What follows belongs to an exercise in optimizing a design on an open flow for small area; a production flow would make more cautious choices.
Where RTL was checked, it was by simulation tests only, not by an equivalence proof against the original.
Power is estimated from default activity; no workload was simulated.

## trial 64
Design ALU, start of the top module:
module ALU (
input             clk               ,   
input             rst_n             ,   
input             dcd_req           ,   
input      [3:0]  dcd_opcode        ,   
input      [11:0] dcd_mem_addr      ,   
input      [2:0]  dcd_src_reg_1_addr,   
input      [2:0]  dcd_src_reg_2_addr,   
input      [2:0]  dcd_dst_reg_addr  ,   
input      [15:0] dcd_const         ,   
output reg        dcd_ack           ,   
input      [31:0] data_mem_rd_data  ,   
output reg        data_mem_cen      ,   
output            data_mem_rw       ,   
output     [11:0] data_mem_addr     ,   
output     [31:0] data_mem_rw_data  ,   
input      [15:0] reg_0_rd_data     ,   
input             reg_0_ack         ,   
output reg        reg_0_req         ,   
output            reg_0_rw          ,   
output reg [2:0]  reg_0_addr        ,   
input      [15:0] reg_1_rd_data     ,   
input             reg_1_ack         ,   
output reg        reg_1_req         ,   
output reg        reg_1_rw          ,   
output     [2:0]  reg_1_addr        ,   
output reg [15:0] reg_1_wr_data     ,   
output reg        pc_jump_req       ,   
output     [11:0] pc_jump_addr          
);
wire [3:0] op = dcd_opcode;
wire op_alu = op[2];                               
reg  sub_q;                                        
reg  dcd_req_delay;                                
wire alu_start = dcd_req & ~dcd_req_delay;         
assign data_mem_addr    = dcd_mem_addr;
assign pc_jump_addr     = dcd_mem_addr;
assign data_mem_rw      = ~op[1];
assign data_mem_rw_data = {16'h0000, reg_1_wr_data};    
assign reg_0_rw         = 1'b1;
assign reg_1_addr       = reg_1_rw ? dcd_src_reg_2_addr : dcd_dst_reg_addr;
wire eq = (dcd_const == reg_0_rd_data);
wire        sub = sub_q;                          
wire [15:0] a   = reg_0_rd_data;
wire [15:0] b   = reg_1_rd_data ^ {16{sub}};
wire [16:0] c;           
wire [15:0] s0;          
wire [15:0] s;
genvar i;
generate for (i = 0; i < 16; i = i + 1) begin : g_add
  ...
export LEC_CHECK = 0
export CAP_MARGIN = 20
export CORE_MARGIN = 2
export CORE_UTILIZATION = 65
export SLEW_MARGIN = 20
create_clock -name core_clock -period 5.0 [get_ports {clk}]
standard.sh (not shown) runs the stock make flow with config.mk's settings and CLKGATE_MAP_FILE= SYNTH_SCRIPT=/design/flow/synth_recipe.tcl, a recipe that flattens the netlist after the stock synthesis.
==> flow/flow/run.sh <==
#!/bin/bash
# Standard ORFS layout (the standard.sh) with these changes:
# - an area-oriented ABC mapping script for synthesis (flow/abc.script, used in
#   place of ORFS's abc_speed.script in a copy of ORFS's scripts folder);
# - the smallest buffer (buf_1) for the port buffers;
# - the synthesis buffers are removed at floorplan, and global placement is not
#   timing-driven;
# - the constant outputs keep synthesis's single tie cell per value (no
#   repair_tie_fanout);
# - CTS inserts no dummy loads.
set -euo pipefail
cp -r "$FLOW_HOME/scripts" ./orfs_scripts
cp flow/abc.script ./orfs_scripts/abc_speed.script
export SCRIPTS_DIR="$PWD/orfs_scripts"
export BUFFER_PORTS_ARGS="-buffer_cell sky130_fd_sc_hd__buf_1"
export REMOVE_ABC_BUFFERS=1
export GPL_TIMING_DRIVEN=0
export SKIP_REPAIR_TIE_FANOUT=1
export CTS_ARGS="-sink_clustering_enable -repair_clock_nets -dont_use_dummy_load"
bash standard.sh > standard_flow.log 2>&1
==> flow/flow/abc.script <==
&get -n
&st
&dch
&nf
&st
&syn2
&if -g -K 6
&synch2
&nf
&st
&dch -f
&nf -R 1000
&st
&dch -f
&nf -R 1000
&put
### trial 64 -> build 89
- changing CORE_UTILIZATION from 65 to 40
Notes after the runs:
Between build 89 and trial 64, detail-routed net length per standard cell is lower for build 89, trial 64 comes in above that.
Compared build 89 against trial 64; clock skew within noise.
Effective utilization at floorplan (build 89 over trial 64): decrease, 25 points
Per the comparison of build 89 with trial 64, cell area has increased, global routing usage summed across all routing layers lower, via count of the routed design went down, arrival time at the worst endpoint roughly the same.
Transition time at the pin with the least slew margin on build 89 is up relative to trial 64.
From trial 64 to build 89 the numbers moved as follows: share of post-route cells with drive strength above 1 shows a reduction of 0.26 points; register-to-register slack shows a reduction of 0.02 ns.

========
ALU, a different RTL version from the one above (not shown whole).
Size in the first run: about 300 cells after synthesis, about 28 flip-flops, about 200 I/O pins.
Design ALU, start of the top module:
module ALU (
input             clk               ,   
input             rst_n             ,   
input             dcd_req           ,   
input      [3:0]  dcd_opcode        ,   
input      [11:0] dcd_mem_addr      ,   
input      [2:0]  dcd_src_reg_1_addr,   
input      [2:0]  dcd_src_reg_2_addr,   
input      [2:0]  dcd_dst_reg_addr  ,   
input      [15:0] dcd_const         ,   
output reg        dcd_ack           ,   
input      [31:0] data_mem_rd_data  ,   
output reg        data_mem_cen      ,   
output            data_mem_rw       ,   
output     [11:0] data_mem_addr     ,   
output     [31:0] data_mem_rw_data  ,   
input      [15:0] reg_0_rd_data     ,   
input             reg_0_ack         ,   
output reg        reg_0_req         ,   
output            reg_0_rw          ,   
output reg [2:0]  reg_0_addr        ,   
input      [15:0] reg_1_rd_data     ,   
input             reg_1_ack         ,   
output reg        reg_1_req         ,   
output reg        reg_1_rw          ,   
output     [2:0]  reg_1_addr        ,   
output reg [15:0] reg_1_wr_data     ,   
output reg        pc_jump_req       ,   
output     [11:0] pc_jump_addr          
);
wire [3:0] op = dcd_opcode;
wire op_alu = op[2];                               
reg  sub_q;                                        
reg  dcd_req_delay;                                
reg  cen_delay;                                    
wire alu_start = dcd_req & ~dcd_req_delay;         
assign data_mem_addr    = dcd_mem_addr;
assign pc_jump_addr     = dcd_mem_addr;
assign data_mem_rw      = ~op[1];
assign data_mem_rw_data = {16'h0000, reg_1_wr_data};    
assign reg_0_rw         = 1'b1;
assign reg_1_addr       = reg_1_rw ? dcd_src_reg_2_addr : dcd_dst_reg_addr;
wire eq = (dcd_const == reg_0_rd_data);
wire        sub = sub_q;                          
wire [15:0] a   = reg_0_rd_data;
wire [15:0] b   = reg_1_rd_data ^ {16{sub}};
wire [16:0] c;           
wire [15:0] s0;          
wire [15:0] s;
genvar i;
generate for (i = 0; i < 16; i = i + 1) begin : g_add
  wire ci = (i == 0) ? sub : (i == 7) ? 1'b0 : c[i];
  assign s0[i]  = a[i] ^ b[i] ^ ci;
  ...
==> flow/config.mk <==
export PLATFORM = sky130hd
export DESIGN_NAME = ALU
export DESIGN_NICKNAME = ALU
export VERILOG_FILES = /design/flow/design.v
export SDC_FILE = /design/flow/constraint.sdc
export NUM_CORES = 4
export LEC_CHECK = 0
export CAP_MARGIN = 20
export CORE_MARGIN = 2
export CORE_UTILIZATION = 40
export SLEW_MARGIN = 20
==> flow/constraint.sdc <==
create_clock -name core_clock -period 5.0 [get_ports {clk}]
set_input_delay 1.0000 -clock core_clock [delete_from_list [all_inputs] [get_ports {clk}]]
set_output_delay 1.0000 -clock core_clock [all_outputs]
set_load 0.01 [all_outputs]
Scripts as last shown in full above: flow/flow/run.sh, flow/flow/abc.script
The first run passed the timing, DRC and antenna checks.
==> next run, changes <==
==> flow/flow/run.sh (replaced) <==
#!/bin/bash
# Standard ORFS layout with two changes: the smallest buffer (buf_1) for the
# port buffers, and an area-oriented ABC mapping script for synthesis.
set -euo pipefail
cp -r "$FLOW_HOME/scripts" ./orfs_scripts
cp flow/abc.script ./orfs_scripts/abc_speed.script
export SCRIPTS_DIR="$PWD/orfs_scripts"
export BUFFER_PORTS_ARGS="-buffer_cell sky130_fd_sc_hd__buf_1"
export REMOVE_ABC_BUFFERS=1
export GPL_TIMING_DRIVEN=0
bash standard.sh > standard_flow.log 2>&1
Synthesized area does not change. Worst setup slack gets better by 0.033 ns. Clock skew went down by 0.0059 ns. Die area is unchanged. Power grows by a little under a tenth. Final area rises by a few percent. Global-route usage is higher by 0.41 points. Clock-buffer cell count does not change. Routed wire length came out higher slightly. Hold slack hardly moves. Sequential cell count is unchanged.
==> next run, changes <==
--- a/flow/flow/run.sh
+++ b/flow/flow/run.sh
@@ -7,5 +7,3 @@
 export SCRIPTS_DIR="$PWD/orfs_scripts"
 export BUFFER_PORTS_ARGS="-buffer_cell sky130_fd_sc_hd__buf_1"
-export REMOVE_ABC_BUFFERS=1
-export GPL_TIMING_DRIVEN=0
 bash standard.sh > standard_flow.log 2>&1
CORE_UTILIZATION = 65   (was 40)
PLACE_DENSITY = 0.75   (was unset)
Outcome:
- total power grows by 0.97%
- via count grows by 1.6%
- cell area hardly moves
- die area shrinks by 37%
- routed wire length shrinks by 11%
- core utilization grows by 28 points
- combinational power grows by about 4%
==> next run, changes <==
--- a/flow/flow/run.sh
+++ b/flow/flow/run.sh
@@ -7,3 +7,6 @@
 export SCRIPTS_DIR="$PWD/orfs_scripts"
 export BUFFER_PORTS_ARGS="-buffer_cell sky130_fd_sc_hd__buf_1"
+export REMOVE_ABC_BUFFERS=1
+export GPL_TIMING_DRIVEN=0
+export CTS_ARGS="-sink_clustering_enable -repair_clock_nets -dont_use_dummy_load"
 bash standard.sh > standard_flow.log 2>&1
CAP_MARGIN = 0   (was 20)
CORE_UTILIZATION = 40   (was 65)
PLACE_DENSITY = unset   (was 0.75)
SLEW_MARGIN = 0   (was 20)
Outcome:
- global-route usage came out lower by 8.9 points
- area after synthesis stays the same
- clock skew came out higher by 0.0079 ns
- design area came out lower by 0.51%
- power came out lower by 8.0%
- count of clock-buffer cells in the layout stays the same
- sequential cell count is unchanged

========
## rev 12
Another version of the RTL of ALU (not shown whole).
For scale: roughly 290 cells after synthesis, roughly 200 I/O pins, about 2600 um^2 of cells after synthesis.
==> flow/config.mk <==
export PLATFORM = sky130hd
export DESIGN_NAME = ALU
export DESIGN_NICKNAME = ALU
export VERILOG_FILES = /design/flow/design.v
export SDC_FILE = /design/flow/constraint.sdc
export NUM_CORES = 4
export LEC_CHECK = 0
export CAP_MARGIN = 20
export CORE_MARGIN = 2
export CORE_UTILIZATION = 40
export SLEW_MARGIN = 20
==> flow/constraint.sdc <==
create_clock -name core_clock -period 5.0 [get_ports {clk}]
set_input_delay 1.0000 -clock core_clock [delete_from_list [all_inputs] [get_ports {clk}]]
set_output_delay 1.0000 -clock core_clock [all_outputs]
set_load 0.01 [all_outputs]
==> flow/flow/run.sh <==
#!/bin/bash
# Standard ORFS layout with two changes: the smallest buffer (buf_1) for the
# port buffers, and an area-oriented ABC mapping script for synthesis.
set -euo pipefail
cp -r "$FLOW_HOME/scripts" ./orfs_scripts
cp flow/abc.script ./orfs_scripts/abc_speed.script
export SCRIPTS_DIR="$PWD/orfs_scripts"
export BUFFER_PORTS_ARGS="-buffer_cell sky130_fd_sc_hd__buf_1"
export REMOVE_ABC_BUFFERS=1
export GPL_TIMING_DRIVEN=0
export CTS_ARGS="-sink_clustering_enable -repair_clock_nets -dont_use_dummy_load"
bash standard.sh > standard_flow.log 2>&1
Scripts as last shown in full above: flow/flow/abc.script
What rev 13 does differently from rev 12 at the input level:
diff --git a/flow/flow/run.sh b/flow/flow/run.sh
--- a/flow/flow/run.sh
+++ b/flow/flow/run.sh
@@ -8,5 +8,2 @@
 export BUFFER_PORTS_ARGS="-buffer_cell sky130_fd_sc_hd__buf_1"
-export REMOVE_ABC_BUFFERS=1
-export GPL_TIMING_DRIVEN=0
-export CTS_ARGS="-sink_clustering_enable -repair_clock_nets -dont_use_dummy_load"
 bash standard.sh > standard_flow.log 2>&1
Results
Rev 13 ended with less total track usage than rev 12. Rev 12 and rev 13 ended up with roughly the same clock skew. Diff rev 13 and rev 12: placement-stage cell area higher in rev 13. Per the comparison of rev 13 with rev 12, wire length per cell decreased 7.7%, post-route cell area increased 58 um^2. Relative to rev 12, the layout-stage area growth over the synthesis result of rev 13 is higher by 2.2 points. Half-perimeter wire length after detailed placement went down by a few percent going from rev 12 to rev 13. Utilization rev 12 -> rev 13: up.
No run of this note included a check of the RTL's function; only the layout flow was run.

[what the ideal ports hide]
Ports are ideal in the flow. The routed layouts listed here were re-timed in OpenROAD. Step 1: set_driving_cell puts a clkbuf_16 on clk and a buf_2 on each other input, an assumption about the parent block. Step 2 also shifts input and output timing later by t, the mid clock arrival at the registers, as if the neighbouring blocks saw the same clock. Slacks: no drivers / after step 1 / after step 2; pairs: no drivers / after step 1.
run	shift t [ns]	slack for setup (ns)	worst register clock-pin slew, ns
trial 64	0.304	0.251 / 0.256 / -0.048	0.11 / 0.11
build 89	0.303	0.262 / 0.252 / -0.052	0.10 / 0.10
the first run of note 2	0.303	0.263 / 0.271 / -0.032	0.11 / 0.11
the second run of note 2	0.311	0.296 / 0.307 / -0.004	0.11 / 0.11
the third run of note 2	0.309	0.190 / 0.197 / -0.112	0.10 / 0.10
the fourth run of note 2	0.309	0.270 / 0.280 / -0.029	0.11 / 0.11
rev 12	0.308	0.297 / 0.304 / -0.005	0.10 / 0.10
rev 13	0.308	0.424 / 0.429 / 0.120	0.10 / 0.10
With both steps, setup timing fails in 7 of these runs, where it was met with ideal ports. For build 89, which loses most, drivers alone change the setup slack by -0.010 ns; drivers and shift together by -0.314 ns.
